Optimization exercise on an open flow, not production practice.
RTL: at most simulated, not proved equivalent.
Function not checked: runs 1 and 2.
Clock network not from TritonCTS: every run shown here.
The clock port is an ideal driver here.
Power: default activity.

**design/flow/design.v**
```verilog
`timescale 1ns / 1ps
module debouncer (
    input clk,
    input reset,
    input btn_in,
    output reg btn_out
);
    localparam [15:0] P = 16'hAA4A;
    reg btn_sync_0, btn_sync_1;
    reg [15:0] q;    
    wire clr = (btn_sync_1 == btn_out);
    wire [15:0] b = q ^ P;
    wire z = (b[14:0] == 15'd0);
    wire f = b[15] ^ b[13] ^ b[8] ^ b[0] ^ z;
    wire hit = z & ~b[15];
    always @(posedge clk or posedge reset) begin
        if (reset) begin
            btn_sync_0 <= 0;
            btn_sync_1 <= 0;
            btn_out <= 0;
        end else begin
            btn_sync_0 <= btn_in;
            btn_sync_1 <= btn_sync_0;
            if (!clr && hit)
                btn_out <= ~btn_out;
        end
    end
    always @(posedge clk)
        q <= clr ? 16'd0 : ({b[14:0], f} ^ P);
endmodule
`timescale 1ns / 1ps
module digital_takvim(
    input clk,
    input reset,
    input [5:0] LedSwitch,
    input speed,
    input Stop_buton,
    input Dakika_arttir_buton,
    input Dakika_azalt_buton,
    input Saat_arttir_buton,
    input Saat_azalt_buton,
    output [6:0] segment,
    output [3:0] sayac,
    output reg [5:0] saniye
    );
    wire stop_c, dA, dZ, hA, hZ;
    debouncer d1(.clk(clk), .reset(reset), .btn_in(Stop_buton),          .btn_out(stop_c));
    debouncer d2(.clk(clk), .reset(reset), .btn_in(Dakika_arttir_buton), .btn_out(dA));
    debouncer d3(.clk(clk), .reset(reset), .btn_in(Dakika_azalt_buton),  .btn_out(dZ));
    debouncer d4(.clk(clk), .reset(reset), .btn_in(Saat_arttir_buton),   .btn_out(hA));
    debouncer d5(.clk(clk), .reset(reset), .btn_in(Saat_azalt_buton),    .btn_out(hZ));
    reg stop, stop_prev;
    always @(posedge clk or posedge reset)
        if (reset)
            stop <= 0;
        else
            stop <= stop ^ (stop_c & ~stop_prev);
    always @(posedge clk)
        stop_prev <= stop_c;
    reg [9:0] pre;
    reg half;
    wire ge600 = pre[9] & pre[6] & pre[4] & pre[3];    
    wire ge10 = (|pre[9:4]) | (pre[3] & (pre[2] | pre[1]));
    wire wrap = speed ? ge10 : ge600;
    wire tick = wrap & ~half;
    always @(posedge clk or posedge reset)
        if (reset) begin
            pre <= 0;
            half <= 0;
        end else begin
            pre <= wrap ? 10'd1 : pre + 10'd1;
            half <= half ^ wrap;
        end
    wire sec_hi = (saniye >= 6'd59);
    wire Dar = ~stop & sec_hi;
    always @(posedge clk or posedge reset)
        if (reset)
            saniye <= 0;
        else if (tick) begin
            if (stop) begin
                if (LedSwitch != 0) saniye <= LedSwitch;
            end else
                saniye <= sec_hi ? 6'd0 : saniye + 6'd1;
        end
    reg [3:0] mu;
    reg [2:0] mt;
    reg [3:0] hu;
    reg [1:0] ht;
    reg kd, kh;
    wire d_inc = kd & (stop ? (dA & ~dZ) : Dar);
    wire d_dec = kd & stop & dZ & ~dA;
    wire d_any = d_inc | d_dec;
    wire mu_up1 = mu[0] & ~mu[3];
    wire mu_up2 = mu[0] & mu[1];
    wire mu_up3 = mu[0] & ((mu[1] & mu[2]) | mu[3]);
    wire mu_dn1 = ~mu[0] & (mu[1] | mu[2] | mu[3]);
    wire mu_dn2 = ~mu[0] & ~mu[1] & (mu[2] | mu[3]);
    wire mu_dn3 = ~mu[0] & ~mu[1] & ~mu[2];
    wire mu9 = mu[3] & mu[0];
    wire mu0 = mu_dn3 & ~mu[3];
    wire mc = d_inc & mu9;           
    wire mb = d_dec & mu0;           
    wire mt_up1 = mt[0] & ~mt[2];
    wire mt_up2 = (mt[0] & mt[1]) | (mt[0] & mt[2]);
    wire mt_dn1 = ~mt[0] & (mt[1] | mt[2]);
    wire mt_dn2 = ~mt[0] & ~mt[1];
    wire Sar = mc & mt[2] & mt[0];
    wire Saz = mb & ~mt[2] & ~mt[1] & ~mt[0];
    wire h_inc = kh & (Sar | (stop & hA & ~hZ & ~Saz));
    wire h_dec = kh & ~Sar & stop & ((hZ & ~hA) | Saz);
    wire h_any = h_inc | h_dec;
    wire h23 = ht[1] & hu[1] & hu[0];
    wire h00 = ~ht[1] & ~ht[0] & ~hu[0] & ~hu[1] & ~hu[2] & ~hu[3];
    wire hu_up1 = hu[0] & ~hu[3];
    wire hu_up2 = hu[0] & hu[1];
    wire hu_up3 = hu[0] & ((hu[1] & hu[2]) | hu[3]);
    wire hu_dn1 = ~hu[0] & (hu[1] | hu[2] | hu[3]);
    wire hu_dn2 = ~hu[0] & ~hu[1] & (hu[2] | hu[3]);
    wire hu_dn3 = ~hu[0] & ~hu[1] & ~hu[2];
    wire hu9 = hu[3] & hu[0];
    wire hu0 = hu_dn3 & ~hu[3];
    always @(posedge clk or posedge reset)
        if (reset) begin
            mt <= 3'd3; mu <= 4'd0;
            ht <= 2'd1; hu <= 4'd8;
        end else begin
            mu[0] <= mu[0] ^ d_any;
            mu[1] <= mu[1] ^ ((d_inc & mu_up1) | (d_dec & mu_dn1));
            mu[2] <= mu[2] ^ ((d_inc & mu_up2) | (d_dec & mu_dn2));
            mu[3] <= mu[3] ^ ((d_inc & mu_up3) | (d_dec & mu_dn3));
            mt[0] <= mt[0] ^ (mc | mb);
            mt[1] <= mt[1] ^ ((mc & mt_up1) | (mb & mt_dn1));
            mt[2] <= mt[2] ^ ((mc & mt_up2) | (mb & mt_dn2));
            hu[0] <= hu[0] ^ h_any;
            hu[1] <= hu[1] ^ ((h_inc & hu_up1) | (h_dec & (hu_dn1 | h00)));
            hu[2] <= hu[2] ^ ((h_inc & hu_up2 & ~ht[1]) | (h_dec & hu_dn2));
            hu[3] <= hu[3] ^ ((h_inc & hu_up3) | (h_dec & hu_dn3 & ~h00));
            ht[0] <= ht[0] ^ ((h_inc & hu9) | (h_dec & hu0 & ~h00));
            ht[1] <= ht[1] ^ ((h_inc & ((hu9 & ht[0]) | h23)) | (h_dec & ((hu0 & ht[1]) | h00)));
        end
    always @(posedge clk) begin
        kd <= ~(dA | dZ | Dar) | (kd & ~d_any);
        kh <= ~(hA | hZ | Sar | Saz) | (kh & ~h_any);
    end
    localparam [5:0] MP = 6'b101010;
    reg [5:0] m;
    reg [1:0] sel;
    wire [5:0] ml = m ^ MP;
    wire m_wrap = (m == 6'b000111);
    always @(posedge clk or posedge reset)
        if (reset) begin
            m <= 6'b000111;
            sel <= 0;
        end else begin
            m <= m_wrap ? 6'd0 : ({ml[4:0], ml[5] ^ ml[4]} ^ MP);
            if (m_wrap) sel <= sel + 2'd1;
        end
    assign sayac[0] = sel[1] | sel[0];
    assign sayac[1] = sel[1] | ~sel[0];
    assign sayac[2] = ~sel[1] | sel[0];
    assign sayac[3] = ~sel[1] | ~sel[0];
    wire [3:0] dg;
    assign dg[0] = sel[0] ? (sel[1] ? ht[0] : mt[0]) : (sel[1] ? hu[0] : mu[0]);
    assign dg[1] = sel[0] ? (sel[1] ? ht[1] : mt[1]) : (sel[1] ? hu[1] : mu[1]);
    assign dg[2] = sel[0] ? (~sel[1] & mt[2]) : (sel[1] ? hu[2] : mu[2]);
    assign dg[3] = ~sel[0] & (sel[1] ? hu[3] : mu[3]);
    wire D = dg[3], C = dg[2], B = dg[1], A = dg[0];
    assign segment[0] = ~(D | B | (C & A) | (~C & ~A));
    assign segment[1] = ~(~C | (B & A) | (~B & ~A));
    assign segment[2] = ~(C | ~B | A);
    assign segment[3] = ~(D | (~C & ~A) | (B & ~A) | (~C & B) | (C & ~B & A));
    assign segment[4] = ~((~C & ~A) | (B & ~A));
    assign segment[5] = ~(D | (~B & ~A) | (C & ~B) | (C & ~A));
    assign segment[6] = ~(D | (C & ~B) | (~C & B) | (B & ~A));
endmodule
```
**design/flow/config.mk**
```make
export PLATFORM = sky130hd
export DESIGN_NAME = digital_takvim
export DESIGN_NICKNAME = digital_takvim
export VERILOG_FILES = /design/flow/design.v
export SDC_FILE = /design/flow/constraint.sdc
export NUM_CORES = 4
export LEC_CHECK = 0
export CAP_MARGIN = 5
export CORE_MARGIN = 2
export CORE_UTILIZATION = 60
export SLEW_MARGIN = 5
```
**design/flow/flow/cts_tree.tcl**
```tcl
# Sourced by ORFS's cts.tcl as its PRE CTS hook. It replaces the
# clock_tree_synthesis command with a small two-level tree: the clock port
# drives one root buffer, which drives CTS_NLEAF leaf buffers, each driving
# one cluster of clock sinks found by balanced k-means on their positions.
# Everything else in cts.tcl (legalisation, timing repair, writing the
# results) runs unchanged.

proc clock_tree_synthesis {args} {
  set block [ord::get_db_block]
  set db [ord::get_db]
  set clknet [$block findNet clk]
  set nleaf $::env(CTS_NLEAF)
  set leaf_master [$db findMaster $::env(CTS_LEAF_BUF)]
  set root_master [$db findMaster $::env(CTS_ROOT_BUF)]

  set sinks {}
  foreach it [$clknet getITerms] {
    set loc [[$it getInst] getLocation]
    lappend sinks [list $it [lindex $loc 0] [lindex $loc 1]]
  }
  set n [llength $sinks]
  puts "manual CTS: $n sinks, $nleaf leaves"

  # initial centres: sinks spread along x
  set sorted [lsort -integer -index 1 $sinks]
  set cx {}; set cy {}
  for {set k 0} {$k < $nleaf} {incr k} {
    set s [lindex $sorted [expr {int(($k + 0.5) * $n / $nleaf)}]]
    lappend cx [lindex $s 1]; lappend cy [lindex $s 2]
  }
  set cap [expr {int(ceil(double($n) / $nleaf)) + 1}]
  for {set iter 0} {$iter < 40} {incr iter} {
    # balanced assignment: nearest centre first, with a size cap
    set pairs {}
    set i 0
    foreach s $sinks {
      for {set k 0} {$k < $nleaf} {incr k} {
        set d [expr {abs([lindex $s 1] - [lindex $cx $k]) + abs([lindex $s 2] - [lindex $cy $k])}]
        lappend pairs [list $d $i $k]
      }
      incr i
    }
    set pairs [lsort -integer -index 0 $pairs]
    set assign [lrepeat $n -1]
    set cnt [lrepeat $nleaf 0]
    foreach p $pairs {
      lassign $p d i k
      if {[lindex $assign $i] >= 0 || [lindex $cnt $k] >= $cap} continue
      lset assign $i $k
      lset cnt $k [expr {[lindex $cnt $k] + 1}]
    }
    set sx [lrepeat $nleaf 0]; set sy [lrepeat $nleaf 0]
    for {set i 0} {$i < $n} {incr i} {
      set k [lindex $assign $i]
      lset sx $k [expr {[lindex $sx $k] + [lindex $sinks $i 1]}]
      lset sy $k [expr {[lindex $sy $k] + [lindex $sinks $i 2]}]
    }
    for {set k 0} {$k < $nleaf} {incr k} {
      set c [lindex $cnt $k]
      if {$c > 0} {
        lset cx $k [expr {[lindex $sx $k] / $c}]
        lset cy $k [expr {[lindex $sy $k] / $c}]
      }
    }
  }
  puts "manual CTS: cluster sizes $cnt"

  set root [odb::dbInst_create $block $root_master "clkbuf_root"]
  set rootnet [odb::dbNet_create $block "clknet_root"]
  $rootnet setSigType CLOCK
  [$root findITerm A] connect $clknet
  [$root findITerm X] connect $rootnet
  set rx 0; set ry 0
  for {set k 0} {$k < $nleaf} {incr k} {
    set inst [odb::dbInst_create $block $leaf_master "clkbuf_leaf_$k"]
    $inst setLocation [lindex $cx $k] [lindex $cy $k]
    $inst setPlacementStatus PLACED
    set net [odb::dbNet_create $block "clknet_leaf_$k"]
    $net setSigType CLOCK
    [$inst findITerm A] connect $rootnet
    [$inst findITerm X] connect $net
    set leafnet($k) $net
    set rx [expr {$rx + [lindex $cx $k]}]; set ry [expr {$ry + [lindex $cy $k]}]
  }
  $root setLocation [expr {$rx / $nleaf}] [expr {$ry / $nleaf}]
  $root setPlacementStatus PLACED
  for {set i 0} {$i < $n} {incr i} {
    set it [lindex $sinks $i 0]
    $it disconnect
    $it connect $leafnet([lindex $assign $i])
  }
  $clknet setSigType CLOCK
  set_propagated_clock [all_clocks]
}
```
**design/flow/constraint.sdc**
```tcl
create_clock -name core_clock -period 16.0 [get_ports {clk}]
set_input_delay 3.2000 -clock core_clock [delete_from_list [all_inputs] [get_ports {clk}]]
set_output_delay 3.2000 -clock core_clock [all_outputs]
set_load 0.01 [all_outputs]
```
**design/flow/flow/area.abc**
```
strash
&get -n
&fraig -x
&put
scorr
dc2
strash
&get -n
&dch -f
&nf -a -R 1000
&put
topo
```
**design/flow/flow/synth_area.tcl**
```tcl
proc synth {args} { yosys synth -nofsm -noshare {*}$args }
# ABC with an area-oriented script in place of ORFS's speed script
proc abc {args} {
  set out {}
  set skip 0
  foreach a $args {
    if {$skip} { set skip 0; continue }
    if {$a eq "-script" || $a eq "-D" || $a eq "-constr"} { set skip 1; continue }
    lappend out $a
  }
  if {[info exists ::env(MY_ABC_SCRIPT)] && $::env(MY_ABC_SCRIPT) ne ""} {
    yosys abc -script $::env(MY_ABC_SCRIPT) {*}$out
  } else {
    yosys abc {*}$out
  }
}
source $::env(SCRIPTS_DIR)/synth.tcl
# left out here: clear keep_hierarchy, flatten, clean up, hide names made inside functions, write 1_2_yosys.v
```
**design/flow/flow/run.sh**
```bash
#!/bin/bash
# The standard layout with these changes:
#  - synthesis is ORFS's own (flow/synth_area.tcl wraps it like synth_recipe.tcl)
#    but ABC maps with the area-oriented script flow/area.abc;
#  - the port buffers are buf_1 cells;
#  - CTS is a two-level tree built by flow/cts_tree.tcl (one root buffer,
#    CTS_NLEAF leaf buffers over k-means clusters of the flip-flops).
# Output of the ORFS run goes to standard.log; ORFS keeps per-step logs
# under orfs/logs.
set -euo pipefail
F=$(pwd)/flow
export MY_ABC_SCRIPT=$F/area.abc
export BUFFER_PORTS_ARGS="-buffer_cell sky130_fd_sc_hd__buf_1"
export PRE_CTS_TCL=$F/cts_tree.tcl
export CTS_NLEAF=8
export CTS_LEAF_BUF=sky130_fd_sc_hd__clkbuf_8
export CTS_ROOT_BUF=sky130_fd_sc_hd__clkbuf_8
bash standard.sh SYNTH_SCRIPT=$F/synth_area.tcl finish > standard.log 2>&1
```
**design/flow/standard.sh**
```bash
#!/bin/bash
# synth_recipe.tcl (not shown) runs the flow's synth.tcl, then flattens the netlist and writes it again
# the make line also repeats each setting of config.mk as NAME=value (left out here)
make -C /OpenROAD-flow-scripts/flow DESIGN_CONFIG=/design/flow/config.mk WORK_HOME=/design/flow/orfs CLKGATE_MAP_FILE= SYNTH_SCRIPT=/design/flow/synth_recipe.tcl "${@:-finish}"
```
==> impl_results.md, run 1 <==
- Status: complete, no violations
- Largest fanout on the critical path: 8
- Net Sw Frac: 27.85%
- Slew HR: 21.29%
- Synth cell types: 39
- Routed Antenna Nets: 0
- Fmax: 0.1806 GHz
- Total power: 0.6493 mW
- Critical path class: reg -> out
- Power Internal: 0.4685 mW
- Post-Synthesis Cells: 483
- Final wirelength: 8220 um
- Async SR Flop Fraction: 39.42%
- Routed len/inst: 13.07 um
- Post-Synth XOR/XNOR Area: 5.472%
- Synth Area per Inst: 10.27 sq um
- Vias per cell: 5.420
- Main synth FF type: dfxtp_1
- Overall routing resource usage: 18.70%
- Initial DRC Count: 104
- Synthesized Nets: 504
- Antenna violations before repair: 0
- Hold-fix buffers at CTS: 0
- LEAKAGE: 2.256 nW
- Worst path buffer plus inverter count: 4
- Number of enable flip-flop cells after synthesis: 0
- CP delay by family, top: compound AO/OA/AOI/OAI gates
- Global route overflow: 0
- Vias in the first global route: 3,154
- Sequential share of the synthesized area: 60.89%
- Most common cell on crit path: clkinv_1
- Simple-gate share of the synthesized area: 19.74%
- Ranking of synthesized cells by area: dfxtp_1 33%, dfrtp_1 24%, nor2_1 7.1%
- Crit path capture type: output port
- First-pass GRT wire length: 13,900 um
- Switching power: 0.1808 mW
- Area leader, netlist: dfxtp_1
- Worst slew pin tran: 1.172 ns
- DRC violations left: 0
- RSZ-0062 raised after global routing: false
- Final setup TNS: 0 ns
- Minimum clock period: 5.538 ns
- Worst setup SP type: flip-flop
- N_diodes: 0
- TritonRoute pass-1 iters: 6
- Crit-path slowest cell: dfrtp_1
- Non-filler instance count after layout: 629
- Worst-Skew Late Latency: 0.39 ns
- Slew Viols, Final: 0
- Starting Density: 61.01%
- Peak VDD IR: 0.09932 mV
- Synth Area in Compound Gates: 7.539%
- Max incr delay on CP: 0.50 ns
- # resized after CTS: 0
- Post-CTS Setup Repair Bufs: 0
- Power per cell area: 121.5 nW/um^2
- Core area: 8134 sq um
- Clk pin slew, worst setup/hold paths: 0.11 ns
- WP data required: 12.80 ns
- Sequential power share: 62.7%
- Area delta synth->final: 7.716%
- Design area: 5345 sq um
- Area share of the largest cell type after synthesis: 33.48%
- Critical Path Stages: 8
- Combinational power share: 15.0%
- Clock power frac: 22.3%
- Detailed placement HPWL: 5885 um
- Cell Area, Synth: 4962 sq um
- Largest family of logic cells by synthesized area: simple AND/OR/NAND/NOR gates
- FF+latch count, synth: 137
- Synthesized-area fraction occupied by adder cells: 1.765%
- RD Place Congestion: 0.8068
- Die H: 94.94 um
- Placed Instances: 620
- Placed Area: 5221 sq um
- Layout cell share with drive strength beyond 1: 4.008%
- Die W: 94.94 um
- Largest net degree at the start of global routing: 34
- FP Rows: 33
- Tcrit/Tclk final: 34.61%
- Fin nets: 547
- Max cap viols: 0
- Total number of yosys warnings: 2
- Reg2Reg Depth: 11
- Overall die area: 9014 sq um
- CP arrival: 2.34 ns
- Fillers: 693
- Crit path cell chain: clkinv_1 -> a21oi_1 -> a211oi_1 -> clkinv_1 -> nor2_1 -> clkinv_1 -> a21oi_1 -> buf_1
- Vias post-DR: 3,409
- Setup-failing EPs final: 0
- Max Clock Skew: 0.01458 ns
- R2R setup slack: 12.67 ns
- Boundary Pins: 31
- Worst hold slack: 0.3540 ns
- Fin. Hold Viols: 0
- Mux contribution to synthesized area: 2.622%
- I/O Buffers: 30
- Hold depth: 0
- Worst Hold Class: reg -> reg
-- synthesized netlist by cell type (4+ instances only) --
master     n
ha_1       7
nand2b_1   5
nor3_1    18
dfrtp_1   47
nor4_1    10
xor2_1    10
xnor2_1   21
nand3_1    8
nor2_1    94
o21ai_0   13
and3_1    10
nor2b_1   12
o21bai_1   5
a31oi_1    5
dfxtp_1   83
a21oi_1   24
nand2_1   31
mux2i_1    4
clkinv_1  26
mux2_1     4
nand4_1    9
dfstp_2    7
-- power by group through the flow --
stage | clock network [mW] | logic, mW | registers, mW
final | 0.145 | 0.0973 | 0.407
after global routing | 0.163 | 0.114 | 0.412
after CTS | 0.152 | 0.0984 | 0.407
after detailed placement | 0 | 0.0986 | 0.413
after global placement | 0 | 0.0942 | 0.413
after floorplan | 0 | 0.0712 | 0.407
-- final timing paths --
check / startpoint / to
worst max register to register: saniye[0]$_DFFE_PP0P_ / ht[0]$_DFF_PP1_
min in group asynchronous: reset / d2.btn_sync_1$_DFF_PP0_
worst min-delay path: d4.btn_sync_0$_DFF_PP0_ / d4.btn_sync_1$_DFF_PP0_
worst max-delay path: sel[1]$_DFFE_PP0P_ / segment[1]
worst min register to register: d4.btn_sync_0$_DFF_PP0_ / d4.btn_sync_1$_DFF_PP0_
max in group asynchronous: reset / mt[1]$_DFF_PP1_
-- sequential cells by signal, summed over array words and instances (netlist names), 3 cells and up --
| register | cells |
|---|---|
| d1.q | 16 |
| d2.q | 16 |
| d3.q | 16 |
| d4.q | 16 |
| d5.q | 16 |
| hu | 4 |
| m | 6 |
| mt | 3 |
| mu | 4 |
| pre | 10 |
| saniye | 6 |
-- placed cells by master (no fill, tap or decap), types with 4 or more instances in the layout --
cell / count
nor2b_1: 12
dfrtp_1: 47
buf_1: 30
and3_1: 10
ha_1: 7
o21ai_0: 13
mux2_1: 4
a31oi_1: 5
nand2b_1: 5
nand3_1: 8
nor3_1: 18
a21oi_1: 24
dfstp_2: 7
dfxtp_1: 83
o21bai_1: 5
clkinv_1: 25
nand2_1: 31
clkbuf_8: 9
xor2_1: 10
xnor2_1: 21
nand4_1: 9
nor4_1: 10
mux2i_1: 4
nor2_1: 94
-- metrics by stage --
stage	worst slack, ns	util (%)
2_1_floorplan	11.05	-
3_3_place_gp	11.08	64.19
3_5_place_dp	10.96	64.19
4_1_cts	10.49	65.71
5_1_grt	10.16	65.71
6_report	10.46	65.71
-- logic make-up (layout without fill, tap and decap cells) --
logic type                 after synthesis  in the layout
AOI/OAI and AO/OA                       62             62
xor gates and xnor gates                31             31
adders and majority gates                7              7
buffers and inverters                   26             67
DFF                                    137            137
muxes                                   10             10
and+or+nand+nor                        210            210
-- area by class of cell --
| type | instances | area (sq um) | share of cell area (%) |
|---|---|---|---|
| well taps | 105 | 131.4 | 2.458 |
| plain buffers | 9 | 123.9 | 2.317 |
| flip-flops and latches | 137 | 3022 | 56.53 |
| multi-input cells | 320 | 1843 | 34.48 |
| inverters | 26 | 97.59 | 1.826 |
| repair buffers | 32 | 127.6 | 2.388 |
-- worst register-to-register path, delay by kind of cell (launching register included) --
family                   cells  cell delay (ns)
AO/OA/AOI/OAI                4             1.37
AND/OR/NAND/NOR              5             1.02
flip-flops                   1             0.45
adder cells (fa/ha/maj)      1             0.27
XOR/XNOR                     1             0.15
-- per-layer routing --
layer | global-route usage [%] | share of wire, % | vias up
li1 | - | - | 1731
met3 | 2.713 | 4.2 | 11
met5 | 0 | 0 | -
met4 | 2.657 | 1.4 | 0
met2 | 32.03 | 46 | 62
met1 | 25.98 | 48 | 1605
==> run 2, diff against run 1 <==
--- a/design/flow/config.mk
+++ b/design/flow/config.mk
@@ -6,6 +6,7 @@
 export NUM_CORES = 4
 export LEC_CHECK = 0
-export CAP_MARGIN = 5
+export CAP_MARGIN = 20
 export CORE_MARGIN = 2
-export CORE_UTILIZATION = 60
-export SLEW_MARGIN = 5
+export CORE_UTILIZATION = 75
+export PLACE_DENSITY = 0.8
+export SLEW_MARGIN = 20
==> impl_results.md, run 2 <==
- Status: complete, no violations
- Layout cell share with drive strength beyond 1: 4.962%
- Async SR Flop Fraction: 39.42%
- Total number of yosys warnings: 2
- Minimum clock period: 5.413 ns
- Synthesized Nets: 504
- Global route overflow: 0
- CP arrival: 2.21 ns
- Post-Synth XOR/XNOR Area: 5.472%
- Overall die area: 7283 sq um
- RR Startpoint: saniye[0]$_DFFE_PP0P_
- WP data required: 12.80 ns
- Synthesized-area fraction occupied by adder cells: 1.765%
- Clk pin slew, worst setup/hold paths: 0.10 ns
- Sequential share of the synthesized area: 60.89%
- Vias per cell: 5.804
- Worst hold slack: 0.3499 ns
- Max cap viols: 0
- Worst Hold Class: reg -> reg
- Die W: 85.34 um
- Tcrit/Tclk final: 33.83%
- Worst path buffer plus inverter count: 2
- Slew HR: 52.88%
- Number of enable flip-flop cells after synthesis: 0
- Overall routing resource usage: 24.23%
- FP Rows: 29
- Fin nets: 547
- Area delta synth->final: 8.018%
- FF+latch count, synth: 137
- Layout Utilization: 83.93%
- N_diodes: 0
- Peak VDD IR: 0.1147 mV
- Crit path cell chain: clkinv_1 -> a21oi_1 -> a211oi_1 -> nand2_1 -> xnor2_1 -> nor3_1 -> buf_1
- CP delay by family, top: compound AO/OA/AOI/OAI gates
- Crit-path slowest cell: dfrtp_1
- Simple-gate share of the synthesized area: 19.74%
- Slew Viols, Final: 0
- Routed Antenna Nets: 0
- Clock power frac: 22.1%
- Boundary Pins: 31
- Ranking of synthesized cells by area: dfxtp_1 33%, dfrtp_1 24%, nor2_1 7.1%
- TritonRoute pass-1 iters: 4
- Largest family of logic cells by synthesized area: simple AND/OR/NAND/NOR gates
- Most frequent cells in the layout: 94 x nor2_1, 83 x dfxtp_1, 47 x dfrtp_1, 31 x nand2_1, 30 x buf_1
- # resized after CTS: 0
- Max incr delay on CP: 0.49 ns
- Worst-Skew Late Latency: 0.38 ns
- Final wirelength: 8604 um
- Area leader, netlist: dfxtp_1
- Initial DRC Count: 132
- Post-CTS Setup Repair Bufs: 0
- Count leader, synth: nor2_1
- First-pass GRT wire length: 14,790 um
- Main synth FF type: dfxtp_1
- Critical path class: reg -> out
- Post-synth top cells: 94 x nor2_1, 83 x dfxtp_1, 47 x dfrtp_1
- Worst Hold End: d4.btn_sync_1$_DFF_PP0_
- Min-Delay Startpoint: d4.btn_sync_0$_DFF_PP0_
- Die H: 85.34 um
- Worst slew pin tran: 0.7033 ns
- LEAKAGE: 2.286 nW
- Reg2Reg Depth: 11
- Starting Density: 77.70%
- Synth Area per Inst: 10.27 sq um
- Worst setup SP type: flip-flop
- Detailed placement HPWL: 6211 um
- Fmax: 0.1847 GHz
- Vias post-DR: 3,488
- R2R Path End: ht[0]$_DFF_PP1_
- Switching power: 0.1816 mW
- Routed len/inst: 14.32 um
- Net Sw Frac: 27.90%
- I/O Buffers: 30
- Cell Area, Synth: 4962 sq um
- Setup-failing EPs final: 0
- Synth Area in Compound Gates: 7.539%
- DRC violations left: 0
- Synth cell types: 39
- Fin. Hold Viols: 0
- Power per cell area: 121.4 nW/um^2
- RSZ-0062 raised after global routing: false
- Largest net degree at the start of global routing: 35
- Final setup TNS: 0 ns
- Largest fanout on the critical path: 8
- Sequential power share: 62.6%
- Commonest non-fill, non-tap cell in the layout: nor2_1
- Antenna violations before repair: 0
- Area share of the largest cell type after synthesis: 33.48%
- Post-Synthesis Cells: 483
- Fillers: 371
- Combinational power share: 15.4%
- Max Clock Skew: 0.02003 ns
- Vias in the first global route: 3,367
- Mux contribution to synthesized area: 2.622%
- R2R setup slack: 12.57 ns
- Power Internal: 0.4691 mW
- Core area: 6386 sq um
- Hold depth: 0
- Total power: 0.6507 mW
- Hold-fix buffers at CTS: 0
- RD Place Congestion: 0.8414
- Crit path capture type: output port
## run 2: cell counts after synthesis
Identical to the previous run, type by type.
## run 2: layer usage
layer  vias to the layer above  GRT usage (%)  part of all wire (%)
met5                         -              0                     0
met4                         0          3.319                   1.1
met3                        10          2.821                   4.9
met2                        95          42.33                    49
met1                      1640          33.80                    45
li1                       1743              -                     -
## run 2: stage by stage
| step | worst slack (ns) | cell area (sq um) | std cells |
|---|---|---|---|
| after floorplan | 11.05 | 4962 | 483 |
| after global placement | 11.10 | 5179 | 591 |
| after detailed placement | 11.02 | 5199 | 592 |
| after CTS | 10.58 | 5323 | 601 |
| after global routing | 10.30 | 5360 | 601 |
| final | 10.59 | 5360 | 601 |
## run 2: logic make-up (layout without fill, tap and decap cells)
kind of cell / Yosys count / after routing
AOI/OAI and AO/OA: 62 / 62
xor gates and xnor gates: 31 / 31
adders and majority gates: 7 / 7
buffers and inverters: 26 / 67
DFF: 137 / 137
muxes: 10 / 10
and+or+nand+nor: 210 / 210
## run 2: power by group through the flow
stage / clock [mW] / combinational [mW] / sequential, mW
3_3_place_gp: 0 / 0.0927 / 0.412
4_1_cts: 0.147 / 0.100 / 0.406
3_5_place_dp: 0 / 0.0994 / 0.413
6_report: 0.144 / 0.100 / 0.407
2_1_floorplan: 0 / 0.0712 / 0.407
5_1_grt: 0.159 / 0.113 / 0.412
## run 2: worst max-delay path by stage
stage                            start               endpoint  slack [ns]  depth (start not counted)
finish              sel[1]$_DFFE_PP0P_             segment[3]       10.59                          7
global route        sel[1]$_DFFE_PP0P_             segment[1]       10.30                          8
CTS                 sel[1]$_DFFE_PP0P_             segment[3]       10.58                          7
detailed placement  sel[1]$_DFFE_PP0P_             segment[3]       11.02                          7
global placement    sel[1]$_DFFE_PP0P_             segment[1]       11.10                          8
floorplan                 LedSwitch[1]  saniye[5]$_DFFE_PP0P_       11.05                          6
## run 2: worst reg2reg max path: cells and delay by family, from the launching register on
kind                     cells  cell delay (ns)
AO/OA/AOI/OAI                4             1.47
XOR/XNOR                     1             0.15
adder cells (fa/ha/maj)      1             0.26
flip-flops                   1             0.45
AND/OR/NAND/NOR              5             1.02
## run 2: cell type report
cell class	instances	area, sq um	area share, %
inverter	26	97.59	1.821
multi-input combinational	320	1881	35.08
buffer	9	123.9	2.311
timing repair buffer	32	140.1	2.614
sequential	137	3022	56.37
tap	77	96.34	1.797
==> run 3, diff against run 2 <==
--- a/design/flow/design.v
+++ b/design/flow/design.v
@@ -72,15 +72,15 @@
             half <= half ^ wrap;
         end
-    wire sec_hi = (saniye >= 6'd59);
+    wire sec_hi = saniye[5] & saniye[4] & saniye[3] & (saniye[2] | (saniye[1] & saniye[0]));
     wire Dar = ~stop & sec_hi;
+    wire s_load = tick & stop & (|LedSwitch);
+    wire s_cnt = tick & ~stop;
+    wire [5:0] s_carry = {&saniye[4:0], &saniye[3:0], &saniye[2:0], &saniye[1:0], saniye[0], 1'b1};
+    wire [5:0] s_tog = sec_hi ? saniye : s_carry;
     always @(posedge clk or posedge reset)
         if (reset)
             saniye <= 0;
-        else if (tick) begin
-            if (stop) begin
-                if (LedSwitch != 0) saniye <= LedSwitch;
-            end else
-                saniye <= sec_hi ? 6'd0 : saniye + 6'd1;
-        end
+        else
+            saniye <= s_load ? LedSwitch : (saniye ^ ({6{s_cnt}} & s_tog));
     reg [3:0] mu;
     reg [2:0] mt;
--- a/design/flow/config.mk
+++ b/design/flow/config.mk
@@ -6,7 +6,6 @@
 export NUM_CORES = 4
 export LEC_CHECK = 0
-export CAP_MARGIN = 20
+export CAP_MARGIN = 5
 export CORE_MARGIN = 2
-export CORE_UTILIZATION = 75
-export PLACE_DENSITY = 0.8
-export SLEW_MARGIN = 20
+export CORE_UTILIZATION = 60
+export SLEW_MARGIN = 5
==> impl_results.md, run 3 <==
- Die H: 94.68 um
- Min-Delay Startpoint: d3.btn_sync_0$_DFF_PP0_
- Ranking of synthesized cells by area: dfxtp_1 34%, dfrtp_1 24%, nor2_1 6.8%
- Post-Synthesis Cells: 476
- Overall die area: 8963 sq um
- Main synth FF type: dfxtp_1
- R2R setup slack: 13.00 ns
- FP Rows: 33
- Most frequent cells in the layout: 89 x nor2_1, 83 x dfxtp_1, 47 x dfrtp_1, 39 x nand2_1, 30 x buf_1
- Synth cell types: 44
- Routed Antenna Nets: 0
- Vias in the first global route: 3,122
- Largest fanout on the critical path: 10
- Final wirelength: 7601 um
- Area leader, netlist: dfxtp_1
- Worst path buffer plus inverter count: 2
- Total power: 0.6118 mW
- Boundary Pins: 31
- Total number of yosys warnings: 2
- Max incr delay on CP: 0.50 ns
- Initial DRC Count: 73
- RD Place Congestion: 0.7751
- CP delay by family, top: simple AND/OR/NAND/NOR gates
- Layout cell share with drive strength beyond 1: 3.682%
- Vias post-DR: 3,319
- Max cap viols: 0
- Hold depth: 0
- First-pass GRT wire length: 13,210 um
- Worst-Skew Late Latency: 0.38 ns
- Final setup TNS: 0 ns
- Hold-fix buffers at CTS: 0
- Largest net degree at the start of global routing: 46
- Crit-path slowest cell: dfrtp_1
- Detailed placement HPWL: 5542 um
- Area share of the largest cell type after synthesis: 33.68%
- Worst Hold End: d3.btn_sync_1$_DFF_PP0_
- WP data required: 12.80 ns
- Fin. Hold Viols: 0
- TritonRoute pass-1 iters: 4
- DRC violations left: 0
- Critical path class: reg -> out
- Async SR Flop Fraction: 39.42%
- Power per cell area: 115.2 nW/um^2
- Worst slew pin tran: 1.158 ns
- RSZ-0062 raised after global routing: false
- Fmax: 0.1872 GHz
- Number of enable flip-flop cells after synthesis: 0
- Tcrit/Tclk final: 33.39%
- Vias per cell: 5.345
- R2R Path End: ht[0]$_DFF_PP1_
- Peak VDD IR: 0.08722 mV
- Clk pin slew, worst setup/hold paths: 0.11 ns
- Die W: 94.68 um
- Synthesized Nets: 496
- Commonest non-fill, non-tap cell in the layout: nor2_1
- Antenna violations before repair: 0
- Worst Hold Class: reg -> reg
- Cell Area, Synth: 4933 sq um
- Crit path capture type: output port
- Post-CTS Setup Repair Bufs: 0
- Fin nets: 538
- Area delta synth->final: 7.608%
- I/O Buffers: 30
- FF+latch count, synth: 137
- N_diodes: 0
- Count leader, synth: nor2_1
- CP arrival: 2.14 ns
- Minimum clock period: 5.343 ns
- Slew Viols, Final: 0
- Reg2Reg Depth: 9
- Overall routing resource usage: 17.42%
- Core area: 8093 sq um
- Setup-failing EPs final: 0
- Synth Area per Inst: 10.36 sq um
- Slew HR: 22.24%
- Routed len/inst: 12.24 um
- Max Clock Skew: 0.03527 ns
- Sequential share of the synthesized area: 61.25%
- Crit path cell chain: clkinv_1 -> a21oi_1 -> nor3_1 -> a21oi_1 -> and3_1 -> a21o_1 -> buf_1
- Global route overflow: 0
- Most common cell on crit path: a21oi_1
- Status: complete, no violations
- RR Startpoint: mu[3]$_DFF_PP0_
- Post-synth top cells: 89 x nor2_1, 83 x dfxtp_1, 47 x dfrtp_1
- Starting Density: 60.96%
- # resized after CTS: 0
- Worst setup SP type: flip-flop
- LEAKAGE: 2.268 nW
==> run 3: changes by cell type after synthesis, moves of 3 or more <==
cell | before | now
a21oi_1 | 24 | 20
a31oi_1 | 5 | 8
clkinv_1 | 26 | 18
mux2i_1 | 4 | 1
nand2_1 | 31 | 39
nor2_1 | 94 | 89
o2111ai_1 | 3 | 0
o31ai_1 | 1 | 6
==> run 3: area by class of cell <==
class                      instances  area (sq um)
inverter                          18         67.56
sequential                       137          3022
timing repair buffer              31         120.1
multi-input combinational        321          1844
fill                             693          2784
tap                              105         131.4
buffer                             9         123.9
==> run 3: how the worst max path moves through the flow <==
| stage | from | to | slack [ns] | depth (start not counted) |
|---|---|---|---|---|
| global placement | speed | saniye[4]$_DFF_PP0_ | 10.76 | 10 |
| floorplan | speed | saniye[4]$_DFF_PP0_ | 11.11 | 9 |
| detailed placement | speed | saniye[4]$_DFF_PP0_ | 10.68 | 10 |
| CTS | sel[1]$_DFFE_PP0P_ | segment[3] | 10.64 | 7 |
| global route | sel[1]$_DFFE_PP0P_ | segment[3] | 10.37 | 7 |
| finish | sel[1]$_DFFE_PP0P_ | segment[3] | 10.66 | 7 |
==> run 3: metrics by stage <==
step | hold slack (ns) | instance area, sq um | worst slack, ns | cells | utilization [%]
finish | 0.3545 | 5309 | 10.66 | 621 | 65.60
global route | 0.3617 | 5309 | 10.37 | 621 | 65.60
CTS | 0.3564 | 5309 | 10.64 | 621 | 65.60
detailed placement | 0.3347 | 5185 | 10.68 | 612 | 64.07
global placement | 0.3315 | 5185 | 10.76 | 612 | 64.07
floorplan | 0.3312 | 4933 | 11.11 | 476 | -
==> run 3: power by group <==
part,switching (mW),internal (mW)
combinational,0.0375,0.0299
sequential,0.0266,0.374
clock,0.0927,0.0510
total,0.157,0.455
==> run 3: metal layers <==
layer | routed length (um) | GRT usage (%)
met5 | 0 | 0
met2 | 3544 | 29.79
met3 | 222 | 1.756
met1 | 3714 | 24.71
met4 | 120 | 2.657
==> run 3: logic make-up (layout without fill, tap and decap cells) <==
logic type	Yosys count	after routing	synth area share (%)
AND/OR/NAND/NOR	212	212	20.09
flip-flops	137	137	61.25
AO/OA/AOI/OAI	63	63	8.065
XOR/XNOR	32	32	5.681
buffers and inverters	18	58	1.369
multiplexers	8	8	2.029
adder cells (fa/ha/maj)	6	6	1.522
==> run 3: worst reg2reg max path: cells and delay by family (launching register included) <==
kind                      cells  cell delay (ns)
AOI/OAI and AO/OA             3             0.71
xor gates and xnor gates      1             0.17
DFF                           1             0.46
and+or+nand+nor               5             1.55
==> run 4, diff against run 3 <==
--- a/design/flow/flow/run.sh
+++ b/design/flow/flow/run.sh
@@ -2,5 +2,6 @@
 # The standard layout with these changes:
 #  - synthesis is ORFS's own (flow/synth_area.tcl wraps it like synth_recipe.tcl)
-#    but ABC maps with the area-oriented script flow/area.abc;
+#    but ABC maps with the area-oriented script flow/area.abc (a few
+#    rounds of &deepsyn, then area-recovering mapping);
 #  - the port buffers are buf_1 cells;
 #  - CTS is a two-level tree built by flow/cts_tree.tcl (one root buffer,
@@ -15,4 +16,4 @@
 export CTS_NLEAF=8
 export CTS_LEAF_BUF=sky130_fd_sc_hd__clkbuf_8
-export CTS_ROOT_BUF=sky130_fd_sc_hd__clkbuf_8
+export CTS_ROOT_BUF=sky130_fd_sc_hd__clkbuf_4
 bash standard.sh SYNTH_SCRIPT=$F/synth_area.tcl finish > standard.log 2>&1
==> design/flow/flow/area.abc (replaced) <==
strash
&get -n
&fraig -x
&put
scorr
dc2
strash
&get -n
&deepsyn -T 20 -S 1
&deepsyn -T 20 -S 2
&deepsyn -T 20 -S 3
&deepsyn -T 20 -S 4
&put
strash
&get -n
&dch -f
&nf -a -R 1000
&put
topo
==> impl_results.md, run 4 <==
- Post-synth top cells: 95 x nor2_1, 83 x dfxtp_1, 47 x dfrtp_1
- Slew Viols, Final: 0
- Synthesized Nets: 491
- I/O Buffers: 30
- # resized after CTS: 0
- Clk pin slew, worst setup/hold paths: 0.10 ns
- Synth cell types: 39
- Initial DRC Count: 115
- Most frequent cells in the layout: 95 x nor2_1, 83 x dfxtp_1, 47 x dfrtp_1, 36 x nand2_1, 30 x buf_1
- Metal-1 WL: 3819 um
- FF/Latch Area: 3022 sq um
- Total power: 0.6166 mW
- Final wirelength: 8130 um
- Worst Hold Class: reg -> reg
- Placed Area: 5112 sq um
- First-pass GRT wire length: 14,330 um
- Max Clock Skew: 0.02378 ns
- Crit path capture type: output port
- Post-CTS Setup Repair Bufs: 0
- TritonRoute pass-1 iters: 5
- Area delta synth->final: 7.677%
- Crit path cell chain: clkinv_1 -> nor2_1 -> a221o_1 -> a21oi_1 -> clkinv_1 -> nor3_1 -> o21ai_0 -> a21boi_0 -> nor3_1 -> nand2b_1 -> buf_1
- Main synth FF type: dfxtp_1
- Min-Delay Startpoint: d2.btn_sync_0$_DFF_PP0_
- Vias in the first global route: 3,255
- Overall routing resource usage: 19.31%
- RD Place Congestion: 0.8299
- Max cap viols: 0
- Worst setup SP type: flip-flop
- Global route overflow: 0
- Routed len/inst: 13.24 um
- Fin. Hold Viols: 0
- FF+latch count, synth: 137
- CP arrival: 2.98 ns
- Cell Area, Synth: 4857 sq um
- RSZ-0062 raised after global routing: false
- Commonest non-fill, non-tap cell in the layout: nor2_1
- Worst slew pin tran: 1.126 ns
- Critical path class: reg -> out
- R2R Path End: ht[1]$_DFF_PP0_
- Die H: 93.98 um
- Vias post-DR: 3,324
- Fillers: 632
- Met3 WL: 349 um
- Die W: 93.98 um
- Detailed placement HPWL: 5751 um
- Overall die area: 8831 sq um
- Vias per cell: 5.414
- Worst-Skew Late Latency: 0.47 ns
- Boundary Pins: 31
- Design area: 5230 sq um
- Fmax: 0.1618 GHz
- Sequential share of the synthesized area: 62.21%
- Final setup TNS: 0 ns
- Setup-failing EPs final: 0
- Starting Density: 62.53%
- Total number of yosys warnings: 2
- Largest fanout on the critical path: 7
- FP Rows: 32
- Hold-fix buffers at CTS: 0
- R2R setup slack: 11.86 ns
- Power per cell area: 117.9 nW/um^2
- Layout Utilization: 67.33%
- Hold depth: 0
- N_diodes: 0
- DRC violations left: 0
- Layout cell share with drive strength beyond 1: 3.711%
- Largest net degree at the start of global routing: 55
- Area share of the largest cell type after synthesis: 34.21%
- LEAKAGE: 2.230 nW
- Met2 Routed Length: 3755 um
- Highest metal used: met4
- WP data required: 12.80 ns
- Slew HR: 24.40%
- Combined area of the multi-input logic cells: 1768 sq um
- Max incr delay on CP: 0.46 ns
- Number of enable flip-flop cells after synthesis: 0
- Tcrit/Tclk final: 38.62%
- Area leader, netlist: dfxtp_1
- Antenna violations before repair: 0
- Fin nets: 534
- Post-Synthesis Cells: 471
- Reg2Reg Depth: 16
- RR Startpoint: stop$_DFF_PP0_
- Synth Area per Inst: 10.31 sq um
- Worst Hold End: d2.btn_sync_1$_DFF_PP0_
- Status: complete, no violations
- Async SR Flop Fraction: 39.42%
- Crit-path slowest cell: dfrtp_1
- Minimum clock period: 6.180 ns
- Peak VDD IR: 0.1036 mV
- Count leader, synth: nor2_1
- Core area: 7767 sq um
- Ranking of synthesized cells by area: dfxtp_1 34%, dfrtp_1 24%, nor2_1 7.3%
- Final worst setup slack: 9.820 ns
- Routed Antenna Nets: 0
- Pre-CTS WS: 10.40 ns
[run 4: stage by stage]
step           std cells  hold slack (ns)
2_1_floorplan        471           0.3312
4_1_cts              614           0.3598
3_3_place_gp         605           0.3335
3_5_place_dp         605           0.3355
6_report             614           0.3576
5_1_grt              614           0.3698
[run 4: cells by family (layout without fill, tap and decap cells)]
logic type                 Yosys count  after routing  share of synthesized area (%)
and+or+nand+nor                    219            219                          21.51
DFF                                137            137                          62.21
AOI/OAI and AO/OA                   60             60                          7.445
xor gates and xnor gates            25             25                          4.508
buffers and inverters               18             59                          1.391
adders and majority gates            6              6                          1.546
muxes                                6              6                          1.391
[run 4: final cells by class]
cell class / count / share of cell area (%)
multi-input combinational: 316 / 33.80
tap: 102 / 2.440
sequential: 137 / 57.78
buffer: 9 / 2.249
inverter: 18 / 1.292
timing repair buffer: 32 / 2.440
[run 4: worst max path at each step]
stage / startpoint / to / slack (ns) / cells past startpoint
4_1_cts: sel[0]$_DFFE_PP0P_ / segment[3] / 9.84 / 11
3_3_place_gp: sel[0]$_DFFE_PP0P_ / segment[3] / 10.58 / 11
3_5_place_dp: sel[0]$_DFFE_PP0P_ / segment[3] / 10.40 / 11
6_report: sel[0]$_DFFE_PP0P_ / segment[3] / 9.82 / 11
2_1_floorplan: sel[0]$_DFFE_PP0P_ / segment[3] / 10.31 / 10
5_1_grt: sel[0]$_DFFE_PP0P_ / segment[3] / 9.50 / 11
[run 4: routing by layer]
layer  GRT usage (%)  vias up
li1                -     1685
met1           26.39     1560
met2           33.04       61
met3           2.488       18
met4           4.348        0
met5               0        -
[run 4: where the power goes]
group          leakage (nW)  internal (mW)  switching [mW]
combinational         0.786         0.0324          0.0395
sequential             1.38          0.376          0.0273
clock                0.0621         0.0476          0.0941
[run 4: critical path, delay by kind of cell (launching register included)]
family,cells,cell delay [ns]
buffers and inverters,3,0.44
DFF,1,0.46
and+or+nand+nor,4,0.74
AOI/OAI and AO/OA,4,0.88
==> run 5, diff against run 4 <==
--- a/design/flow/design.v
+++ b/design/flow/design.v
@@ -58,16 +58,22 @@
     always @(posedge clk)
         stop_prev <= stop_c;
-    reg [9:0] pre;
+    localparam [3:0] LP = 4'b1010;
+    reg [3:0] pl;
+    reg [5:0] ph;
     reg half;
-    wire ge600 = pre[9] & pre[6] & pre[4] & pre[3];    
-    wire ge10 = (|pre[9:4]) | (pre[3] & (pre[2] | pre[1]));
+    wire [3:0] ll = pl ^ LP;
+    wire l10 = (pl == 4'b1000);
+    wire ge10 = (|ph) | l10;
+    wire ge600 = l10 & (&ph[5:3]) & ph[1] & ph[0];    
     wire wrap = speed ? ge10 : ge600;
     wire tick = wrap & ~half;
     always @(posedge clk or posedge reset)
         if (reset) begin
-            pre <= 0;
+            pl <= 4'b0111;
+            ph <= 0;
             half <= 0;
         end else begin
-            pre <= wrap ? 10'd1 : pre + 10'd1;
+            pl <= (l10 | wrap) ? 4'd0 : ({ll[2:0], ll[3] ^ ll[2]} ^ LP);
+            ph <= wrap ? 6'd0 : ph + {5'd0, l10};
             half <= half ^ wrap;
         end
--- a/design/flow/flow/area.abc
+++ b/design/flow/flow/area.abc
@@ -15,5 +15,5 @@
 &get -n
 &dch -f
-&nf -a -R 1000
+&nf -a -R 1000 -p -C 32 -F 8 -A 8
 &put
 topo
==> impl_results.md, run 5 <==
- Initial DRC Count: 93
- I/O Buffers: 30
- Global route overflow: 0
- Clk pin slew, worst setup/hold paths: 0.11 ns
- Overall die area: 8838 sq um
- Synthesized Nets: 489
- Slew HR: 18.77%
- Final wirelength: 7716 um
- GRT met2 Usage: 32.08%
- Synthesized-area fraction occupied by adder cells: 2.059%
- Post-Synthesis Cells: 467
- WP data required: 12.80 ns
- Overall routing resource usage: 18.25%
- Final setup TNS: 0 ns
- Worst setup path startpoint: sel[0]$_DFFE_PP0P_
- Largest fanout on the critical path: 7
- Synth Area in Compound Gates: 6.152%
- RSZ-0062 raised after global routing: false
- Max incr delay on CP: 0.53 ns
- Core area: 7807 sq um
- Post-CTS Setup Repair Bufs: 0
- Antenna violations before repair: 0
- Vias in the first global route: 3,149
- Mux contribution to synthesized area: 2.291%
- Layout Utilization: 66.94%
- Slew Viols, Final: 0
- Synth Area per Inst: 10.41 sq um
- Post-Synth XOR/XNOR Area: 4.324%
- LEAKAGE: 2.266 nW
- Max Clock Skew: 0.02757 ns
- Worst hold slack: 0.3526 ns
- Cell Area, Synth: 4861 sq um
- Total number of yosys warnings: 2
- N_diodes: 0
- Vias per cell: 5.299
- Routed len/inst: 12.67 um
- Sequential power share: 65.5%
- FF+latch count, synth: 137
- Switching power: 0.1564 mW
- CP arrival: 2.56 ns
- Number of enable flip-flop cells after synthesis: 0
- Peak VDD IR: 0.1082 mV
- Commonest non-fill, non-tap cell in the layout: nor2_1
- Crit path capture type: output port
- Main synth FF type: dfxtp_1
- Hold-fix buffers at CTS: 0
- Async SR Flop Fraction: 39.42%
- Fin. Hold Viols: 0
- Die W: 94.01 um
- Starting Density: 62.26%
- GRT busiest layer: met2
- Status: complete, no violations
- DRC violations left: 0
- # resized after CTS: 0
- Power Internal: 0.4597 mW
- Min-Delay Startpoint: d5.btn_sync_0$_DFF_PP0_
- Boundary Pins: 31
- Worst slew pin tran: 1.210 ns
- Crit path cell chain: clkinv_1 -> nor2_1 -> a221oi_1 -> a21oi_1 -> a21o_1 -> nor2b_1 -> nand2_1 -> o21ai_0 -> buf_1
- Total power: 0.6161 mW
- Post-synth top cells: 99 x nor2_1, 83 x dfxtp_1, 44 x dfrtp_1
- Detailed placement HPWL: 5549 um
- Worst setup SP type: flip-flop
- Area share of the largest cell type after synthesis: 34.18%
- Combinational power share: 11.7%
- Simple-gate share of the synthesized area: 21.39%
- Power per cell area: 117.9 nW/um^2
- Max cap viols: 0
- TritonRoute pass-1 iters: 4
- Met1 usage: 25.17%
- Largest net degree at the start of global routing: 55
- Vias post-DR: 3,227
- Minimum clock period: 5.759 ns
- Crit-path slowest cell: a221oi_1
- Layout cell share with drive strength beyond 1: 4.339%
- FP Rows: 32
- Setup-failing EPs final: 0
- Critical path class: reg -> out
- First-pass GRT wire length: 13,600 um
- Met3 Track Usage GR: 1.846%
- Synth cell types: 40
- RR Startpoint: d2.btn_out$_DFFE_PP0P_
- Worst-Skew Late Latency: 0.48 ns
- Die H: 94.01 um
- Area leader, netlist: dfxtp_1
- Net Sw Frac: 25.38%
- Fmax: 0.1736 GHz
- Ranking of synthesized cells by area: dfxtp_1 34%, dfrtp_1 23%, nor2_1 7.6%
- Largest family of logic cells by synthesized area: simple AND/OR/NAND/NOR gates
- Routed Antenna Nets: 0
- Worst Hold Class: reg -> reg
- Fin nets: 531
- Area delta synth->final: 7.516%
- Clock power frac: 22.8%
- Sequential share of the synthesized area: 62.24%
- Most frequent cells in the layout: 99 x nor2_1, 83 x dfxtp_1, 44 x dfrtp_1, 40 x nand2_1, 30 x buf_1
- RD Place Congestion: 0.8475
- Tcrit/Tclk final: 36.00%
- Count leader, synth: nor2_1
[run 5: cell types whose count changed after synthesis, moves of 3 or more]
cell      before  now
and3_1         8    4
nand4b_1       2    5
dfstp_2        7   10
a21oi_1       18   12
nand3b_1       6    2
nor2_1        95   99
nor2b_1       15   18
nor3_1        16   10
dfrtp_1       47   44
nor4b_1        3    0
nand2_1       36   40
[run 5: path summary, 6_finish.rpt]
kind / endpoint / slack [ns] / cells after the start
worst max-delay path: segment[6] / 10.24 / 9
worst min-delay path: d5.btn_sync_1$_DFF_PP0_ / 0.35 / 0
worst max register to register: hu[3]$_DFF_PP1_ / 12.30 / 16
worst min register to register: d5.btn_sync_1$_DFF_PP0_ / 0.35 / 0
max in group asynchronous: saniye[3]$_DFF_PP0_ / 12.69 / 3
min in group asynchronous: pl[3]$_DFF_PP0_ / 2.85 / 3
[run 5: routing by layer]
metal  routed length, um  part of all wire (%)
met3                 188                   2.4
met5                   0                     0
met2                3622                    47
met1                3780                    49
met4                 125                   1.6
[run 5: layout make-up]
class                      count  area, sq um
fill                         649         2581
tap                          102        127.6
inverter                      20        75.07
buffer                         9        117.6
multi-input combinational    310         1760
timing repair buffer          31        120.1
sequential                   137         3025
[run 5: power by group through the flow]
stage	sequential (mW)	clock, mW	combinational [mW]
final	0.403	0.141	0.0720
after global routing	0.408	0.158	0.0840
after CTS	0.403	0.147	0.0738
after detailed placement	0.410	0	0.0736
after global placement	0.410	0	0.0707
after floorplan	0.407	0	0.0531
[run 5: cell families (layout without fill, tap and decap cells)]
family | after synthesis | after routing
buffers and inverters | 20 | 60
and+or+nand+nor | 219 | 219
muxes | 9 | 9
adders and majority gates | 8 | 8
xor gates and xnor gates | 24 | 24
AOI/OAI and AO/OA | 50 | 50
DFF | 137 | 137
[run 5: worst max-delay path, delay by kind of cell (launching register included)]
family | cells | cell delay, ns
AND/OR/NAND/NOR | 3 | 0.29
flip-flops | 1 | 0.48
buffers and inverters | 2 | 0.29
AO/OA/AOI/OAI | 4 | 1.00
[run 5: per-stage QoR]
stage	instances	setup WS (ns)	instance area [sq um]
6_report	609	10.24	5226
5_1_grt	609	9.950	5226
3_5_place_dp	600	10.61	5109
3_3_place_gp	600	10.73	5109
4_1_cts	609	10.18	5226
2_1_floorplan	467	10.84	4861
==> run 6, diff against run 5 <==
==> design/flow/flow/run.sh (replaced) <==
#!/bin/bash
# The standard layout with these changes:
#  - synthesis is ORFS's own (flow/synth_area.tcl wraps it like synth_recipe.tcl)
#    but ABC maps with the area-oriented script flow/area.abc (a few
#    rounds of &deepsyn, then area-recovering mapping);
#  - the port buffers are buf_1 cells;
set -euo pipefail
F=$(pwd)/flow
export MY_ABC_SCRIPT=$F/area.abc
export BUFFER_PORTS_ARGS="-buffer_cell sky130_fd_sc_hd__buf_1"
export PRE_CTS_TCL=$F/cts_tree.tcl
export CTS_NLEAF=4
export CTS_LEAF_BUF=sky130_fd_sc_hd__clkbuf_16
export CTS_ROOT_BUF=none
bash standard.sh SYNTH_SCRIPT=$F/synth_area.tcl finish > standard.log 2>&1
--- a/design/flow/flow/cts_tree.tcl
+++ b/design/flow/flow/cts_tree.tcl
@@ -1,6 +1,7 @@
 # Sourced by ORFS's cts.tcl as its PRE CTS hook. It replaces the
-# clock_tree_synthesis command with a small two-level tree: the clock port
-# drives one root buffer, which drives CTS_NLEAF leaf buffers, each driving
-# one cluster of clock sinks found by balanced k-means on their positions.
+# clock_tree_synthesis command with a small tree: CTS_NLEAF leaf buffers,
+# each driving one cluster of clock sinks found by balanced k-means on their
+# positions, driven by the clock port directly (4 leaves or fewer) or through
+# one root buffer.
 # Everything else in cts.tcl (legalisation, timing repair, writing the
 # results) runs unchanged.
@@ -12,5 +13,5 @@
   set nleaf $::env(CTS_NLEAF)
   set leaf_master [$db findMaster $::env(CTS_LEAF_BUF)]
-  set root_master [$db findMaster $::env(CTS_ROOT_BUF)]
+  if {$nleaf > 4} { set root_master [$db findMaster $::env(CTS_ROOT_BUF)] }
 
   set sinks {}
@@ -66,9 +67,13 @@
   puts "manual CTS: cluster sizes $cnt"
 
-  set root [odb::dbInst_create $block $root_master "clkbuf_root"]
-  set rootnet [odb::dbNet_create $block "clknet_root"]
-  $rootnet setSigType CLOCK
-  [$root findITerm A] connect $clknet
-  [$root findITerm X] connect $rootnet
+  if {$nleaf > 4} {
+    set root [odb::dbInst_create $block $root_master "clkbuf_root"]
+    set rootnet [odb::dbNet_create $block "clknet_root"]
+    $rootnet setSigType CLOCK
+    [$root findITerm A] connect $clknet
+    [$root findITerm X] connect $rootnet
+  } else {
+    set rootnet $clknet
+  }
   set rx 0; set ry 0
   for {set k 0} {$k < $nleaf} {incr k} {
@@ -83,6 +88,8 @@
     set rx [expr {$rx + [lindex $cx $k]}]; set ry [expr {$ry + [lindex $cy $k]}]
   }
-  $root setLocation [expr {$rx / $nleaf}] [expr {$ry / $nleaf}]
-  $root setPlacementStatus PLACED
+  if {$nleaf > 4} {
+    $root setLocation [expr {$rx / $nleaf}] [expr {$ry / $nleaf}]
+    $root setPlacementStatus PLACED
+  }
   for {set i 0} {$i < $n} {incr i} {
     set it [lindex $sinks $i 0]
--- a/design/flow/config.mk
+++ b/design/flow/config.mk
@@ -8,4 +8,5 @@
 export CAP_MARGIN = 5
 export CORE_MARGIN = 2
-export CORE_UTILIZATION = 60
+export CORE_UTILIZATION = 75
+export PLACE_DENSITY = 0.8
 export SLEW_MARGIN = 5
==> impl_results.md, run 6 <==
- TritonRoute pass-1 iters: 4
- Synth Area per Inst: 10.41 sq um
- Combined area of the multi-input logic cells: 1760 sq um
- CP arrival: 2.34 ns
- Switching power: 0.1456 mW
- Vias post-DR: 3,227
- N_diodes: 0
- Worst-Skew Late Latency: 0.18 ns
- Detailed placement HPWL: 5669 um
- I/O Buffers: 30
- WP data required: 12.80 ns
- Clk pin slew, worst setup/hold paths: 0.12 ns
- Area leader, netlist: dfxtp_1
- Non-filler instance count after layout: 578
- Worst slew pin tran: 1.185 ns
- Post-Synthesis Cells: 467
- Slew HR: 20.41%
- Total number of yosys warnings: 2
- Power Internal: 0.4590 mW
- Peak VDD IR: 0.1272 mV
- Placed Instances: 574
- RD Place Congestion: 0.7936
- Minimum clock period: 5.543 ns
- Max cap viols: 0
- Sequential share of the synthesized area: 62.24%
- Post-synth top cells: 99 x nor2_1, 83 x dfxtp_1, 44 x dfrtp_1
- FF+latch count, synth: 137
- Max Clock Skew: 0.01323 ns
- Cell Area, Synth: 4861 sq um
- Combinational power share: 12.0%
- Fillers: 396
- Tcrit/Tclk final: 34.64%
- Ranking of synthesized cells by area: dfxtp_1 34%, dfrtp_1 23%, nor2_1 7.6%
- Core area: 6314 sq um
- Layout Utilization: 81.89%
- First-pass GRT wire length: 13,380 um
- Boundary Pins: 31
- Commonest non-fill, non-tap cell in the layout: nor2_1
- Synth cell types: 40
- FP Rows: 29
- Fin nets: 525
- Main synth FF type: dfxtp_1
- Most frequent cells in the layout: 99 x nor2_1, 83 x dfxtp_1, 44 x dfrtp_1, 40 x nand2_1, 30 x buf_1
- Final setup TNS: 0 ns
- Die W: 84.51 um
- Fmax: 0.1804 GHz
- Area delta synth->final: 6.358%
- FF/Latch Area: 3025 sq um
- Sequential power share: 66.8%
- Status: complete, no violations
- Slew Viols, Final: 0
- Number of enable flip-flop cells after synthesis: 0
- Overall routing resource usage: 22.00%
- Reg2Reg Depth: 16
- Net Sw Frac: 24.08%
- Initial DRC Count: 167
- Vias in the first global route: 3,058
- Routed len/inst: 13.40 um
- Fin. Hold Viols: 0
- Hold-fix buffers at CTS: 0
- Overall die area: 7141 sq um
- Vias per cell: 5.583
- RSZ-0062 raised after global routing: false
- Final wirelength: 7748 um
- Hold depth: 0
- Starting Density: 76.99%
- Count leader, synth: nor2_1
- Worst setup SP type: flip-flop
- Async SR Flop Fraction: 39.42%
- Largest fanout on the critical path: 7
- Total power: 0.6046 mW
- Layout cell share with drive strength beyond 1: 3.194%
- Setup-failing EPs final: 0
- Power per cell area: 116.9 nW/um^2
- Crit path capture type: output port
- Critical path class: reg -> out
- Worst Hold Class: reg -> reg
- # resized after CTS: 0
- Antenna violations before repair: 0
- Die H: 84.51 um
- Clock power frac: 21.2%
- Area share of the largest cell type after synthesis: 34.18%
- Global route overflow: 0
- Routed Antenna Nets: 0
- Synthesized Nets: 489
- LEAKAGE: 2.249 nW
- Largest net degree at the start of global routing: 55
- Post-CTS Setup Repair Bufs: 0
- DRC violations left: 0
## run 6: cell counts after synthesis
No cell type changed its count.
## run 6: layout make-up
cell class	count	area share, %
Timing Repair Buffer	30	2.178
Multi-Input combinational cell	310	34.05
Inverter	20	1.452
Tap cell	77	1.864
Sequential cell	137	58.52
Buffer	4	1.936
## run 6: worst paths after layout
kind                                               from                       to  slack, ns
worst max-delay path                 sel[0]$_DFFE_PP0P_               segment[6]      10.46
worst min-delay path            d4.btn_sync_0$_DFF_PP0_  d4.btn_sync_1$_DFF_PP0_       0.35
worst max register to register           stop$_DFF_PP0_          hu[3]$_DFF_PP1_      12.29
worst min register to register  d4.btn_sync_0$_DFF_PP0_  d4.btn_sync_1$_DFF_PP0_       0.35
max in group asynchronous                         reset      saniye[0]$_DFF_PP0_      12.07
min in group asynchronous                         reset          ph[4]$_DFF_PP0_       3.26
## run 6: worst max-delay path: stages (launching register included)
cell and delay, ns:
dfrtp_1 0.47, clkinv_1 0.13, nor2_1 0.07, a221oi_1 0.57, o21ai_0 0.19, a21oi_1 0.25
a21o_1 0.14, nor2b_1 0.06, nand2_1 0.08, o21ai_0 0.09, buf_1 0.13
## run 6: cells by family after synthesis
family | synth area share (%)
adder cells (fa/ha/maj) | 2.059
AO/OA/AOI/OAI | 6.152
XOR/XNOR | 4.324
AND/OR/NAND/NOR | 21.39
multiplexers | 2.291
flip-flops | 62.24
buffers and inverters | 1.544
## run 6: routing by layer
metal  vias to the layer above  routed length, um  share of wire [%]  track usage, %
li1                       1635                  -                  -               -
met1                      1554               3720                 48           30.81
met2                        33               3797                 49           39.94
met3                         5                169                2.2           1.573
met4                         0                 61               0.79           1.443
met5                         -                  0                  0               0
## run 6: through the flow
step / worst slack [ns] / hold slack [ns] / area [sq um]
after floorplan: 10.84 / 0.3312 / 4861
after global placement: 10.77 / 0.3332 / 5070
after detailed placement: 10.66 / 0.3347 / 5070
after CTS: 10.48 / 0.3592 / 5170
after global routing: 10.16 / 0.3732 / 5170
final: 10.46 / 0.3549 / 5170
## run 6: power by group through the flow
stage | combinational [mW] | clock (mW) | sequential, mW
6_report | 0.0725 | 0.128 | 0.404
5_1_grt | 0.0830 | 0.139 | 0.408
4_1_cts | 0.0735 | 0.129 | 0.404
3_5_place_dp | 0.0735 | 0 | 0.411
3_3_place_gp | 0.0699 | 0 | 0.409
2_1_floorplan | 0.0531 | 0 | 0.407
==> run 7, diff against run 6 <==
--- a/design/flow/flow/run.sh
+++ b/design/flow/flow/run.sh
@@ -3,5 +3,6 @@
 #  - synthesis is ORFS's own (flow/synth_area.tcl wraps it like synth_recipe.tcl)
 #    but ABC maps with the area-oriented script flow/area.abc (a few
-#    rounds of &deepsyn, then area-recovering mapping);
+#    rounds of &deepsyn, then area-recovering mapping), and adders are not
+#    mapped to half/full-adder cells beforehand;
 #  - the port buffers are buf_1 cells;
 set -euo pipefail
--- a/design/flow/flow/synth_area.tcl
+++ b/design/flow/flow/synth_area.tcl
@@ -15,4 +15,6 @@
   }
 }
+# no separate half/full-adder mapping: ABC maps the adders with the rest
+set ::env(ADDER_MAP_FILE) ""
 source $::env(SCRIPTS_DIR)/synth.tcl
 # left out here: clear keep_hierarchy, flatten, clean up, hide names made inside functions, write 1_2_yosys.v
==> impl_results.md, run 7 <==
- Main synth FF type: dfxtp_1
- Peak VDD IR: 0.1509 mV
- Count leader, synth: nor2_1
- LEAKAGE: 2.173 nW
- Routed Antenna Nets: 0
- Detailed placement HPWL: 5807 um
- Non-filler instance count after layout: 581
- RD Place Congestion: 0.8725
- Max Clock Skew: 0.01382 ns
- FF+latch count, synth: 137
- Fin nets: 520
- Layout cell share with drive strength beyond 1: 3.373%
- Hold-fix buffers at CTS: 0
- Total number of yosys warnings: 2
- Worst setup SP type: flip-flop
- Crit-path slowest cell: a222oi_1
- # resized after CTS: 0
- Cell Area, Synth: 4788 sq um
- Min-Delay Startpoint: d1.btn_sync_0$_DFF_PP0_
- Ranking of synthesized cells by area: dfxtp_1 35%, dfrtp_1 23%, nor2_1 8.2%
- R2R Path End: hu[1]$_DFF_PP0_
- Worst Hold Class: reg -> reg
- Reg2Reg Depth: 14
- N_diodes: 0
- Final wirelength: 7935 um
- Vias per cell: 5.709
- Die H: 83.90 um
- Minimum clock period: 5.554 ns
- Synthesized Nets: 482
- Setup-failing EPs final: 0
- Fillers: 397
- FP Rows: 29
- Worst slew pin tran: 1.183 ns
- Vias post-DR: 3,317
- Boundary Pins: 31
- Most frequent cells in the layout: 104 x nor2_1, 83 x dfxtp_1, 44 x dfrtp_1, 40 x nand2_1, 30 x buf_1
- Number of enable flip-flop cells after synthesis: 0
- Synth cell types: 37
- Worst-Skew Late Latency: 0.18 ns
- Fmax: 0.1801 GHz
- Starting Density: 76.28%
- Commonest non-fill, non-tap cell in the layout: nor2_1
- Hold depth: 0
- Slew HR: 20.59%
- Routed len/inst: 13.66 um
- Final setup TNS: 0 ns
- RR Startpoint: stop$_DFF_PP0_
- RSZ-0062 raised after global routing: false
- Design area: 5112 sq um
- Initial DRC Count: 91
- Placed Instances: 576
- Slew Viols, Final: 0
- Area leader, netlist: dfxtp_1
- Antenna violations before repair: 0
- First-pass GRT wire length: 13,620 um
- Overall routing resource usage: 22.69%
- Largest net degree at the start of global routing: 55
- I/O Buffers: 30
- Post-Synthesis Cells: 468
- Post-CTS Setup Repair Bufs: 0
- Area delta synth->final: 6.768%
- Tcrit/Tclk final: 34.71%
- Status: complete, no violations
- R2R setup slack: 12.15 ns
- Area share of the largest cell type after synthesis: 34.70%
- TritonRoute pass-1 iters: 4
- Largest fanout on the critical path: 7
- Power per cell area: 116.5 nW/um^2
- Global route overflow: 0
- Placed Area: 5005 sq um
- Sequential share of the synthesized area: 63.18%
- Overall die area: 7039 sq um
- Core area: 6277 sq um
- Vias in the first global route: 3,173
- CP arrival: 2.35 ns
- Synth Area per Inst: 10.23 sq um
- Max incr delay on CP: 0.70 ns
- DRC violations left: 0
- Clk pin slew, worst setup/hold paths: 0.12 ns
- Worst setup path startpoint: sel[1]$_DFFE_PP0P_
- Worst Hold End: d1.btn_sync_1$_DFF_PP0_
- Die W: 83.90 um
- Max cap viols: 0
- CP delay by family, top: simple AND/OR/NAND/NOR gates
- Crit path capture type: output port
- Post-synth top cells: 104 x nor2_1, 83 x dfxtp_1, 44 x dfrtp_1
- Critical path class: reg -> out
- Async SR Flop Fraction: 39.42%
- Crit path cell chain: nand2b_1 -> clkinv_1 -> a222oi_1 -> nor3_1 -> nor2b_1 -> nor2_1 -> nor3_1 -> buf_1
- Fin. Hold Viols: 0
- WP data required: 12.80 ns
- Worst path buffer plus inverter count: 2
- Most common cell on crit path: nor3_1
[run 7: cell families after synthesis]
| family | count (synthesis) | synth area share, % |
|---|---|---|
| compound gates | 54 | 7.290 |
| xor+xnor | 21 | 3.841 |
| buf+inv | 11 | 0.8623 |
| flops | 137 | 63.18 |
| mux | 7 | 1.620 |
| simple gates | 238 | 23.20 |
[run 7: where the power goes]
group / leakage [nW] / internal [mW] / switching [mW] / total (mW)
clock network: 0.0493 / 0.0467 / 0.0768 / 0.123
registers: 1.37 / 0.379 / 0.0268 / 0.406
logic: 0.749 / 0.0290 / 0.0375 / 0.0666
[run 7: final cells by class]
cell class / instances / area [sq um] / share of cell area [%]
Sequential cell: 137 / 3025 / 59.18
Multi-Input combinational cell: 320 / 1722 / 33.68
Timing Repair Buffer: 32 / 127.6 / 2.496
Buffer: 4 / 100.1 / 1.958
Tap cell: 77 / 96.34 / 1.884
Inverter: 11 / 41.29 / 0.8076
[run 7: worst max-delay path by stage]
stage	to	slack, ns	cells after the start
2_1_floorplan	segment[6]	10.73	7
3_3_place_gp	segment[6]	10.87	8
3_5_place_dp	segment[6]	10.71	8
4_1_cts	segment[6]	10.49	8
5_1_grt	segment[6]	10.20	8
6_report	segment[6]	10.45	8
[run 7: stage by stage]
step           setup WS, ns  power (mW)  util, %  hold WS [ns]
3_3_place_gp          10.87      0.4740    79.73        0.3321
2_1_floorplan         10.73      0.4558        -        0.3312
5_1_grt               10.20      0.6213    81.44        0.3760
4_1_cts               10.49      0.5985    81.32        0.3642
6_report              10.45      0.5956    81.44        0.3617
3_5_place_dp          10.71      0.4790    79.73        0.3370
[run 7: routing by layer]
metal,global-route usage [%],vias up,wire length (um)
met2,42.33,51,4005
met4,3.372,0,140
met1,29.86,1584,3596
met3,1.484,14,193
li1,-,1668,-
met5,0,-,0
